Source: an optimization exercise on an open RTL-to-GDS flow (aim: small area, a short achievable clock period and few clock cycles). Production flows keep margins and buffers that such runs may drop.
Where RTL was checked, it was by simulation tests only, not by an equivalence proof against the original.
Only the layout flow was run in run 2; the RTL was not checked for function there.
Power figures rest on the tool's default switching activity, not on a simulated workload.

## design/flow/design.v

```verilog
module matrix_mult_pipelined_10 #(parameter DATA_WIDTH = 8)(
    input clk,                         
    input rst,                         
    input in_valid,                    
    input [7:0] in_data,               
    output reg in_ready,               
    output reg out_valid,              
    output reg [2*DATA_WIDTH-1:0] out_data   
);
    reg [DATA_WIDTH-1:0] A_matrix [0:99];
    reg [DATA_WIDTH-1:0] B_matrix [0:99];
    reg [2*DATA_WIDTH-1:0] partial_product [0:9];  
    reg [2*DATA_WIDTH-1:0] accum_stage;           
    reg [6:0] calc_index;                         
    reg [6:0] j;                                  
    reg [1:0] cc;                                 
    reg write_done;                               
    reg [7:0] rx_count;                           
    reg load_done;                                
    integer i;
    wire [6:0] j_row = j / 10;
    wire [6:0] j_col = j % 10;
    reg [DATA_WIDTH-1:0] a_sel [0:9];
    reg [DATA_WIDTH-1:0] b_sel [0:9];
    integer r, k;
    always @(*) begin
        for (k = 0; k < 10; k = k + 1) begin
            a_sel[k] = 0;
            b_sel[k] = 0;
            for (r = 0; r < 10; r = r + 1) begin
                if (j_row == r) a_sel[k] = A_matrix[r*10+k];
                if (j_col == r) b_sel[k] = B_matrix[k*10+r];
            end
        end
    end
    always @(posedge clk) begin
        if (in_valid && in_ready) begin
            if (rx_count < 100)
                A_matrix[rx_count[6:0]] <= in_data;
            else
                B_matrix[rx_count - 100] <= in_data;
        end
    end
    always @(posedge clk or posedge rst) begin
        if (rst) begin
            accum_stage <= 0;
            for (i = 0; i < 10; i = i + 1) partial_product[i] <= 0;
            out_valid <= 0;
            out_data <= 0;
            calc_index <= 0;
            j <= 0;
            cc <= 0;
            write_done <= 0;
            rx_count <= 0;
            load_done <= 0;
            in_ready <= 1;
        end
        else if (!load_done) begin
            out_valid <= 0;
            if (in_valid && in_ready) begin
                rx_count <= rx_count + 1;
                if (rx_count == 199) begin
                    load_done <= 1;
                    in_ready <= 0;
                end
            end
        end
        else begin
            out_valid <= 0;
            if (calc_index < 100) begin
                for (i = 0; i < 10; i = i + 1)
                    partial_product[i] <= a_sel[i] * b_sel[i];
                accum_stage <= partial_product[0] + partial_product[1] + partial_product[2] +
                               partial_product[3] + partial_product[4] + partial_product[5] +
                               partial_product[6] + partial_product[7] + partial_product[8] +
                               partial_product[9];
                if (cc >= 2 || write_done) begin
                    out_data <= accum_stage;
                    out_valid <= 1;
                    calc_index <= calc_index + 1;
                    write_done <= 1;  
                end
                cc <= cc + 1;
                j <= j + 1;  
            end
            else begin
                calc_index <= 0;
                j <= 0;
                cc <= 0;
                write_done <= 0;
                rx_count <= 0;
                load_done <= 0;
                in_ready <= 1;
            end
        end
    end
endmodule
```

## design/flow/run.sh

```bash
#!/bin/bash
# synth_recipe.tcl (not shown) runs the flow's synth.tcl, then flattens the netlist and writes it again
# the make line also repeats each setting of config.mk as NAME=value (left out here)
make -C /OpenROAD-flow-scripts/flow DESIGN_CONFIG=/design/flow/config.mk WORK_HOME=/design/flow/orfs CLKGATE_MAP_FILE= SYNTH_SCRIPT=/design/flow/synth_recipe.tcl finish
```

## design/flow/config.mk

```make
export PLATFORM = sky130hd
export DESIGN_NAME = matrix_mult_pipelined_10
export DESIGN_NICKNAME = matrix_mult_pipelined_10
export VERILOG_FILES = /design/flow/design.v
export SDC_FILE = /design/flow/constraint.sdc
export NUM_CORES = 4
export LEC_CHECK = 0
export CAP_MARGIN = 20
export CORE_MARGIN = 2
export CORE_UTILIZATION = 40
export PLACE_DENSITY = 0.6
export SLEW_MARGIN = 20
```

## design/flow/constraint.sdc

```tcl
create_clock -name core_clock -period 10.0 [get_ports {clk}]
set_input_delay 2.0000 -clock core_clock [delete_from_list [all_inputs] [get_ports {clk}]]
set_output_delay 2.0000 -clock core_clock [all_outputs]
set_load 0.01 [all_outputs]
```

==> results of run 1 <==
cell families (layout without fill, tap and decap cells):
| kind of cell | Yosys count | in the layout |
|---|---|---|
| AOI/OAI and AO/OA | 1511 | 1512 |
| muxes | 107 | 107 |
| xor gates and xnor gates | 117 | 117 |
| and+or+nand+nor | 2279 | 2279 |
| adders and majority gates | 863 | 863 |
| DFF | 1820 | 1820 |
| other | 0 | 2 |
| buffers and inverters | 1015 | 1342 |
layout make-up:
type	count	area, um2	area share (%)
sequential	1820	53600	50.1
timing repair buffer	366	3140	2.94
inverter	634	2390	2.24
antenna	2	5.00	0.00469
clock inverter	109	1020	0.957
multi-input combinational	4878	37800	35.4
tap	3167	3960	3.71
clock buffer	233	4890	4.58
registers in the layout (all words and copies together) (netlist names):
register and flops:
A_matrix 800, B_matrix 800, accum_stage 16, calc_index 7
cc 2, in_ready 1, j 7, load_done 1
out_data 16, out_valid 1, partial_product 160, rx_count 8
write_done 1
per-stage QoR:
stage                     setup WS [ns]  hold slack, ns
final                             0.415           0.456
after global routing            -0.0699           0.497
after CTS                         0.132           0.462
after detailed placement          0.183           0.449
after global placement            0.119           0.451
after floorplan                    1.37           0.439
worst max-delay path by stage:
| stage | slack, ns | cells past startpoint | start | end |
|---|---|---|---|---|
| after floorplan | 1.37 | 37 | j[4] | partial_product[6][15] |
| after global placement | 0.12 | 33 | j[4] | partial_product[2][15] |
| after detailed placement | 0.18 | 35 | j[4] | partial_product[9][15] |
| after CTS | 0.13 | 35 | j[4] | partial_product[9][15] |
| after global routing | -0.07 | 34 | j[4] | partial_product[7][15] |
| final | 0.41 | 34 | j[4] | partial_product[7][15] |
synthesized netlist by cell type, types with 60 or more instances:
cell      instances  share of area [%]
nor3_1           66               0.35
ha_1            389                5.1
and2_1          193                1.3
clkbuf_1        226               0.89
nor2_1          502                2.0
edfxtp_1       1600                 51
and3_1          118               0.78
inv_1           631                2.5
nor2b_1         157                1.0
fa_1            474                 10
a21oi_1         380                2.0
nand3_1         173               0.91
xnor2_1          83               0.76
buf_2            98               0.52
o21ai_0         288                1.5
mux2i_1          95                1.0
dfrtp_1         219                5.8
o22ai_1          62               0.41
nand2_1         892                3.5
a222oi_1         60               0.63
power by group:
part / total [mW] / internal [mW] / switching (mW) / leakage (nW)
combinational: 0.151 / 0.00805 / 0.143 / 20.6
sequential: 8.27 / 8.27 / 0 / 17.0
clock: 6.85 / 3.80 / 3.05 / 2.88
total: 15.3 / 12.1 / 3.19 / 40.5
routing by layer:
| metal | wire length (um) | vias to the layer above | global-route usage [%] | share of wire (%) |
|---|---|---|---|---|
| li1 | - | 28000 | - | - |
| met1 | 124000 | 32500 | 34.1 | 41 |
| met2 | 138000 | 2938 | 38.9 | 46 |
| met3 | 29400 | 479 | 5.29 | 9.7 |
| met4 | 11600 | 0 | 9.01 | 3.8 |
| met5 | 0 | - | 0 | 0 |
worst reg2reg max path: cells and delay by family, from the launching register on:
kind	cells	cell delay, ns
compound gates	13	3.79
fa+ha+maj	6	2.74
simple gates	8	1.79
buf+inv	7	0.82
flops	1	0.38
what timing repair did:
action                     in CTS  in global routing
setup endpoints to repair       0                 29
resized for setup               0                 31
hold buffers                    0                  0
setup buffers                   0                  8
==> metrics.md, run 1 <==
| Metric | Value |
|---|---|
| # Max-Cap Violations | `0` |
| # DRC | `0` |
| Mean post-synth cell area | `12.3 um2` |
| Most frequent cells in the layout | `edfxtp_1, nand2_1, inv_1` |
| Post-synth EDFFs | `1600` |
| Max VDD drop | `0.000200 V` |
| Setup-failing EPs final | `0` |
| Routed len/inst | `27.0 um` |
| Syn Nets | `8586` |
| Ports | `29` |
| Filler instances | `21400` |
| Critical R2R Launch | `j[4]` |
| Hold Path Origin | `accum_stage[3]` |
| Netlist cell types | `106` |
| First-pass GRT wire length | `442 mm` |
| Die Ht | `492 um` |
| Instance area after placement | `101000 um2` |
| Placer Congestion | `0.942` |
| Largest net degree at the start of global routing | `127` |
| Critical Setup Path Class | `reg2reg` |
| Skew final | `0.0480 ns` |
| WHS Path Cells | `2` |
| Via density | `5.70` |
| Worst rel slew slack | `20.8%` |
| CTS Buffer Depth | `3` |
| Gr ovfl total | `0` |
| TNS Setup | `0 ns` |
| Main synth FF type | `edfxtp_1` |
| Crit path time final | `9.59 ns` |
| Most common cell after layout, fill and taps aside | `edfxtp_1` |
| CP max FO | `43` |
| Slowest stage delay, CP | `0.77 ns` |
| Reg2Reg Depth | `34` |
| Routed Antenna Nets | `0` |
| Overall power | `15.3 mW` |
| Vias in the first global route | `63800` |
| FF+latch count, synth | `1820` |
| CP Capture Type | `flop` |
| Detailed-route wire length | `303 mm` |
| CP max-delay cell | `a2111oi_1` |
| Chip width | `492 um` |
| Detailed Route Iter0 Violations | `7548` |
| Max-slew violation count | `0` |
| Sequential element share of the synthesized area | `56.3%` |
| Post-Synth Adder-Cell Area | `15.1%` |
| Clock latency on the worst-skew pair | `0.87 ns` |
| Area growth syn-to-layout | `12.3%` |
| Initial antenna violation count | `9` |
| CP top delay family | `compound AO/OA/AOI/OAI gates` |
| Non-Filler Instances | `11200` |
| Hold Crit Class | `reg2reg` |
| Layout cells sized above 1 | `9.49%` |
| Synth Area in Compound Gates | `11.0%` |
| Initial Utilization | `40.1%` |
| Status | `finished clean` |
| Final instance area | `107000 um2` |
| Core region area | `237000 um2` |
| R2r endpoint | `partial_product[7][15]` |
| Gr usage total | `24.9%` |
| Worst Tran Pin Value | `1.18 ns` |
| CTS tree | `yes` |
| Worst hold path endpoint | `out_data[3]` |
| Critical Path RT | `10.76 ns` |
| Yosys warning count | `4` |
| Gate Count Post-Synth | `7712` |
| Row count | `179` |
| CTS clk-pin slew, worst paths | `0.07 ns` |
| Worst R2R Setup Slack | `0.41 ns` |
| CP arrival | `10.35 ns` |
| Worst path bufs/invs | `7` |
| Fin nets | `8761` |
| Clk sink count | `1820` |
| Crit start category | `flop` |
| Count of final hold-check violations | `0` |
| Final core utilization | `45.0%` |
| Port buffer count | `28` |
| Crit share post-route | `95.9%` |
| Fraction of registers with async set/reset | `12.1%` |
| XOR/XNOR Fraction of Synth Area | `1.08%` |
| Placed insts | `10900` |
| Die ar. | `242000 um2` |
| Synth Cell Area | `95100 um2` |
| Power density over the cells | `143 nW/um2` |
| Post-synthesis mux area share | `1.15%` |
| Achievable frequency | `104 MHz` |
| Simple-gate share of the synthesized area | `11.1%` |
| Hpwl dp | `210 mm` |
| Largest family of logic cells by synthesized area | `adder cells` |
| Total CTS buffers | `187` |
| H-Tree Depth | `4` |
| Leakage power | `40.5 nW` |
| Vias | `63900` |
| CTS Root Cell | `clkbuf_16` |
| Critical path's most frequent cell | `inv_1` |
| Drt first pass iters | `8` |
Testbench counts, summed over its fixed seeds: cycles 14,544.
==> run 2: changes to the inputs <==
==> design/flow/design.v (replaced) <==
module matrix_mult_pipelined_10 #(parameter DATA_WIDTH = 8)(
    input clk,
    input rst,
    input in_valid,
    input [7:0] in_data,
    output reg in_ready,
    output reg out_valid,
    output reg [2*DATA_WIDTH-1:0] out_data
);
    integer x, k;
    reg [3:0] ph_t, ph_u;      
    reg [3:0] ix_t, ix_u;      
    reg       half;            
    reg       cact;            
    reg       wr_a;            
    reg       wr_b;            
    reg       wr_last;         
    reg [7:0] din_r;
    wire fire = in_valid & in_ready;
    wire ph_u9 = (ph_u == 4'd9);
    wire ph_t9 = (ph_t == 4'd9);
    wire ph99  = ph_u9 & ph_t9;
    wire ix_u9 = (ix_u == 4'd9);
    wire ix_t9 = (ix_t == 4'd9);
    wire ix0   = (ix_u == 4'd0) & (ix_t == 4'd0);
    wire cact_n = wr_last | (cact & ~ph99);
    wire idle_nf = ix0 & ~half & ~cact_n;
    wire [3:0] p1_u = ph_u9 ? 4'd0 : ph_u + 4'd1;
    wire [3:0] p1_t = ph_u9 ? (ph_t9 ? 4'd0 : ph_t + 4'd1) : ph_t;
    wire       p1_u9 = (p1_u == 4'd9);
    wire       p1_t9 = (p1_t == 4'd9);
    wire [3:0] p2_u = p1_u9 ? 4'd0 : p1_u + 4'd1;
    wire [3:0] p2_t = p1_u9 ? (p1_t9 ? 4'd0 : p1_t + 4'd1) : p1_t;
    wire aligned_nf = (p2_u == ix_u) & (p2_t == ix_t);
    wire rdy_nf = idle_nf | aligned_nf;
    always @(posedge clk or posedge rst) begin
        if (rst) begin
            ph_t <= 4'd9; ph_u <= 4'd9;
            ix_t <= 4'd0; ix_u <= 4'd0;
            half <= 1'b0;
            cact <= 1'b0;
            wr_a <= 1'b0; wr_b <= 1'b0; wr_last <= 1'b0;
            in_ready <= 1'b1;
        end else begin
            in_ready <= fire | rdy_nf;
            if (~fire & idle_nf) begin
                ph_t <= 4'd9; ph_u <= 4'd9;
            end else begin
                ph_t <= p1_t; ph_u <= p1_u;
            end
            wr_a <= fire & ~half;
            wr_b <= fire & half;
            wr_last <= fire & half & ix_u9 & ix_t9;
            if (fire) begin
                if (ix_u9) begin
                    ix_u <= 4'd0;
                    if (ix_t9) begin
                        ix_t <= 4'd0;
                        half <= ~half;
                    end else
                        ix_t <= ix_t + 4'd1;
                end else
                    ix_u <= ix_u + 4'd1;
            end
            cact <= cact_n;
        end
    end
    always @(posedge clk) din_r <= in_data;
    reg [7:0] ra [0:99];
    always @(posedge clk) begin
        for (x = 99; x > 0; x = x - 1) ra[x] <= ra[x-1];
        ra[0] <= wr_a ? din_r : ra[99];
    end
    reg [7:0] rb [0:99];    
    always @(posedge clk) begin
        for (k = 0; k < 10; k = k + 1) begin
            for (x = 9; x > 0; x = x - 1) rb[10*k+x] <= rb[10*k+x-1];
            rb[10*k] <= (wr_b && ph_t == k) ? din_r : rb[10*k+9];
        end
    end
    reg [7:0] ah [0:9];
    wire ld_row = cact & (ph_u == 4'd0);
    always @(posedge clk) begin
        if (ld_row)
            for (k = 0; k < 10; k = k + 1) ah[k] <= ra[99-k];
    end
    reg        pv, pv2;
    reg [15:0] pr [0:9];
    reg [15:0] sum;
    always @(*) begin
        sum = 16'd0;
        for (k = 0; k < 10; k = k + 1) sum = sum + pr[k];
    end
    always @(posedge clk) begin
        for (k = 0; k < 10; k = k + 1) pr[k] <= ah[k] * rb[10*k];
        out_data <= sum;
    end
    always @(posedge clk or posedge rst) begin
        if (rst) begin
            pv <= 1'b0; pv2 <= 1'b0; out_valid <= 1'b0;
        end else begin
            pv <= cact;
            pv2 <= pv;
            out_valid <= pv2;
        end
    end
endmodule
==> run 2 against run 1 <==
Compared with the run above:
- still clean
- area after synthesis decreased by 32%
- die area decreased by 32%
- maximum frequency increased by 93%
- sequential cell count increased by 69
- cell count decreased by 34%
- via count decreased by 50%
- utilization increased by 1.0 points
- total power increased by 0.15%
- non-clock buffer count decreased by 334
- sequential share of layout area increased by 2.4 points
- worst hold slack got worse by 0.19 ns
- critical endpoint is now out_data[15]
==> metrics.md, run 2 <==
| Metric | Value |
|---|---|
| Status | `finished clean` |
| Hold slack final | `0.268 ns (-0.187 ns)` |
| First-pass GRT wire length | `187 mm (-58%)` |
| CTS Root Cell | `clkbuf_16` |
| Sequential element share of the synthesized area | `60.2% (+3.9 points)` |
| Die Ht | `405 um (-18%)` |
| Detailed Route Iter0 Violations | `1813 (-76%)` |
| Crit share post-route | `49.8% (-46 points)` |
| Syn Nets | `5732 (-33%)` |
| Pre-CTS WS | `5.04 ns (+4.85 ns)` |
| Post-CTS Hold Buffers | `0 (unchanged)` |
| Clk sink count | `1889 (+3.8%)` |
| Die ar. | `164000 um2 (-32%)` |
| Gr usage total | `14.9% (-10 points)` |
| Fraction of registers with async set/reset | `1.32% (-11 points)` |
| Worst Tran Pin Value | `1.13 ns (-0.0560 ns)` |
| Count of final hold-check violations | `0 (unchanged)` |
| Hpwl dp | `82.7 mm (-61%)` |
| Crit start category | `flop` |
| Via density | `4.35 (-24%)` |
| Largest net degree at the start of global routing | `49 (-61%)` |
| Psw | `3.19 mW (+0.11%)` |
| Post-CTS Setup Repair Bufs | `0 (unchanged)` |
| Synth top cells by count | `dfxtp_1, inv_1, fa_1` |
| Max VDD drop | `0.000169 V (-16%)` |
| Comb power frac | `1.5% (+0.5 points)` |
| CP arrival | `5.66 ns (-4.69 ns)` |
| CP Capture Type | `flop` |
| CTS clk-pin slew, worst paths | `0.06 ns (about the same)` |
| Routed Antenna Nets | `0 (unchanged)` |
| Drt first pass iters | `5 (-3)` |
| CTS tree | `yes` |
| Crit path time final | `4.98 ns (-4.61 ns)` |
| Critical Setup Path Class | `reg2reg` |
| Ports | `29 (unchanged)` |
| Worst rel slew slack | `24.5% (+3.7 points)` |
| RSZ-0062 raised after global routing | `no` |
| WHS Path Cells | `0 (-2)` |
| Worst R2R Setup Slack | `5.02 ns (+4.61 ns)` |
| Initial Utilization | `40.2% (+0.050 points)` |
| Max-slew violation count | `0 (unchanged)` |
| Gr ovfl total | `0 (unchanged)` |
| Area contributors post-synth | `dfxtp_1, fa_1, ha_1` |
| Filler instances | `14200 (-33%)` |
| Placed insts | `7027 (-35%)` |
| Hold Crit Class | `reg2reg` |
| Main synth FF type | `dfxtp_1` |
| Post-synth EDFFs | `80 (-95%)` |
| FF+latch count, synth | `1889 (+3.8%)` |
| Skew final | `0.0585 ns (+0.0105 ns)` |
| Placer Congestion | `0.819 (-13%)` |
| Most frequent cell after synthesis | `dfxtp_1` |
| Area growth syn-to-layout | `14.7%` |
| Layout cells sized above 1 | `8.34% (-1.1 points)` |
| CP max FO | `4 (-91%)` |
| Sw Ratio | `20.9% (about the same)` |
| Gate Count Post-Synth | `4863 (-37%)` |
| # Max-Cap Violations | `0 (unchanged)` |
| Total CTS buffers | `183 (-2.1%)` |
| Routed len/inst | `15.9 um (-41%)` |
| Yosys top cell area share | `55.5% (+5.0 points)` |
| TNS Setup | `0 ns (unchanged)` |
| Clock latency on the worst-skew pair | `0.83 ns (-0.04 ns)` |
| Detailed-route wire length | `117 mm (-61%)` |
| Most common cell after layout, fill and taps aside | `dfxtp_1` |
| Core region area | `160000 um2 (-32%)` |
| Sequential share of power | `51.6% (-2.6 points)` |
| Fin nets | `5921 (-32%)` |
| Mean post-synth cell area | `13.2 um2 (+7.2%)` |
| Netlist cell types | `64 (-40%)` |
| Vias | `32100 (-50%)` |
| Overall power | `15.3 mW (+0.15%)` |
| Final WS setup | `5.02 ns (+4.61 ns)` |
| Reg2Reg Depth | `17 (-50%)` |
| Leakage power | `33.1 nW (-18%)` |
| CTS Buffer Depth | `3 (unchanged)` |
| Initial antenna violation count | `13 (+4)` |
| # DRC | `0 (unchanged)` |
| H-Tree Depth | `4 (unchanged)` |
| Post-cts gate resize count | `0 (unchanged)` |
| Critical Path RT | `10.68 ns (-0.08 ns)` |
| Row count | `147 (-18%)` |
| Vias in the first global route | `33200 (-48%)` |
| Yosys top cell by area | `dfxtp_1` |
| Achievable frequency | `201 MHz (+93%)` |
| Yosys warning count | `5 (+1)` |
| Synth Cell Area | `64300 um2 (-32%)` |
| Setup-failing EPs final | `0 (unchanged)` |
| Port buffer count | `28 (unchanged)` |
| Clock power frac | `46.9% (+2.0 points)` |
| Design internal power | `12.1 mW (+0.16%)` |
| Chip width | `405 um (-18%)` |
| Non-Filler Instances | `7367 (-34%)` |
| Most frequent cells in the layout | `dfxtp_1, inv_1, fa_1` |
| Power density over the cells | `207 nW/um2 (+45%)` |
## run 2: changes by cell type after synthesis, moves of 201 or more
cell	before	now
a21oi_1	380	59
clkbuf_1	226	25
dfxtp_1	0	1784
edfxtp_1	1600	80
nand2_1	892	356
nor2_1	502	111
o21ai_0	288	44
## run 2: cells by family after synthesis
group,after synthesis,synth area share [%]
buffers and inverters,684,4.00
AOI/OAI and AO/OA,239,2.52
muxes,92,1.60
xor gates and xnor gates,143,1.95
and+or+nand+nor,958,7.49
adders and majority gates,858,22.2
DFF,1889,60.2
## run 2: final timing paths
kind,endpoint,start
min in group asynchronous,ph_u[2],rst
worst max-delay path,out_data[15],pr[0][3]
worst max register to register,out_data[15],pr[0][3]
max in group asynchronous,ph_u[1],rst
worst min-delay path,ra[7][5],ra[6][5]
worst min register to register,ra[7][5],ra[6][5]
## run 2: through the flow
step           instance area [um2]  utilization [%]
6_report                     73800             46.1
5_1_grt                      73800             46.1
4_1_cts                      73800             46.1
3_5_place_dp                 67300             42.0
3_3_place_gp                 67300             42.0
2_1_floorplan                64300                -
## run 2: worst max-delay path: stages, from the launching register on
cell	delay, ns
dfxtp_1	0.32
inv_1	0.05
fa_1	0.54
inv_1	0.05
fa_1	0.51
fa_1	0.43
fa_1	0.49
inv_1	0.05
fa_1	0.47
inv_1	0.04
ha_1	0.32
nor2b_1	0.16
o31a_1	0.30
o41ai_1	0.49
nand4b_1	0.16
o211ai_1	0.16
o21ai_0	0.15
xnor2_1	0.14
## run 2: cell type report
type	instances	area, um2	share of cell area [%]
Clock buffer	238	5110	6.92
Antenna cell	5	12.5	0.0170
Timing Repair Buffer	32	310	0.420
Multi-Input combinational cell	2290	23000	31.2
Sequential cell	1889	38800	52.5
Tap cell	2160	2700	3.66
Inverter	656	2460	3.34
Clock inverter	97	1440	1.94
## run 2: per-layer routing
| layer | up-vias | share of wire [%] | GRT usage (%) |
|---|---|---|---|
| li1 | 15500 | - | - |
| met1 | 15800 | 48 | 21.1 |
| met3 | 172 | 5.3 | 3.46 |
| met4 | 2 | 2.9 | 5.47 |
| met2 | 571 | 43 | 22.2 |
| met5 | - | 0.011 | 0 |
## run 2: power groups by stage
stage / logic (mW) / clock network [mW] / registers [mW]
floorplan: 0.198 / 0 / 7.98
global placement: 0.216 / 0 / 8.06
detailed placement: 0.223 / 0 / 8.06
CTS: 0.224 / 7.40 / 7.90
global route: 0.252 / 7.71 / 7.91
finish: 0.224 / 7.18 / 7.89

port drivers added, routing unchanged:
In the flow no input, the clock included, has a driving cell. The finished layouts below were timed again as built, in two steps.
Step 1 sets driving cells, clkbuf_16 on the clock port and buf_2 on the other inputs (assumed; they add their load-dependent delay and slew).
Step 2 adds t to the input delays and takes it off the output delays; t is the mean of the earliest and latest rising clock arrival at the registers after step 1. Input paths then give back, and output paths get back, about the clock's delay inside the block.
a / b / c = ideal ports / drivers / drivers and shift; a / b = the first two.
| run | t (ns) | slack for setup (ns) | clock arrival spread, ns | slew at the worst register clock pin (ns) | pins driven straight from the clock port |
|---|---|---|---|---|---|
| run 1 | 0.950 | 0.415 / 0.415 / 0.415 | 0.050 / 0.050 | 0.07 / 0.07 | 1 |
| run 2 | 0.883 | 5.024 / 5.024 / 5.024 | 0.059 / 0.059 | 0.07 / 0.07 | 1 |
After both steps setup and hold are still met in every run listed.
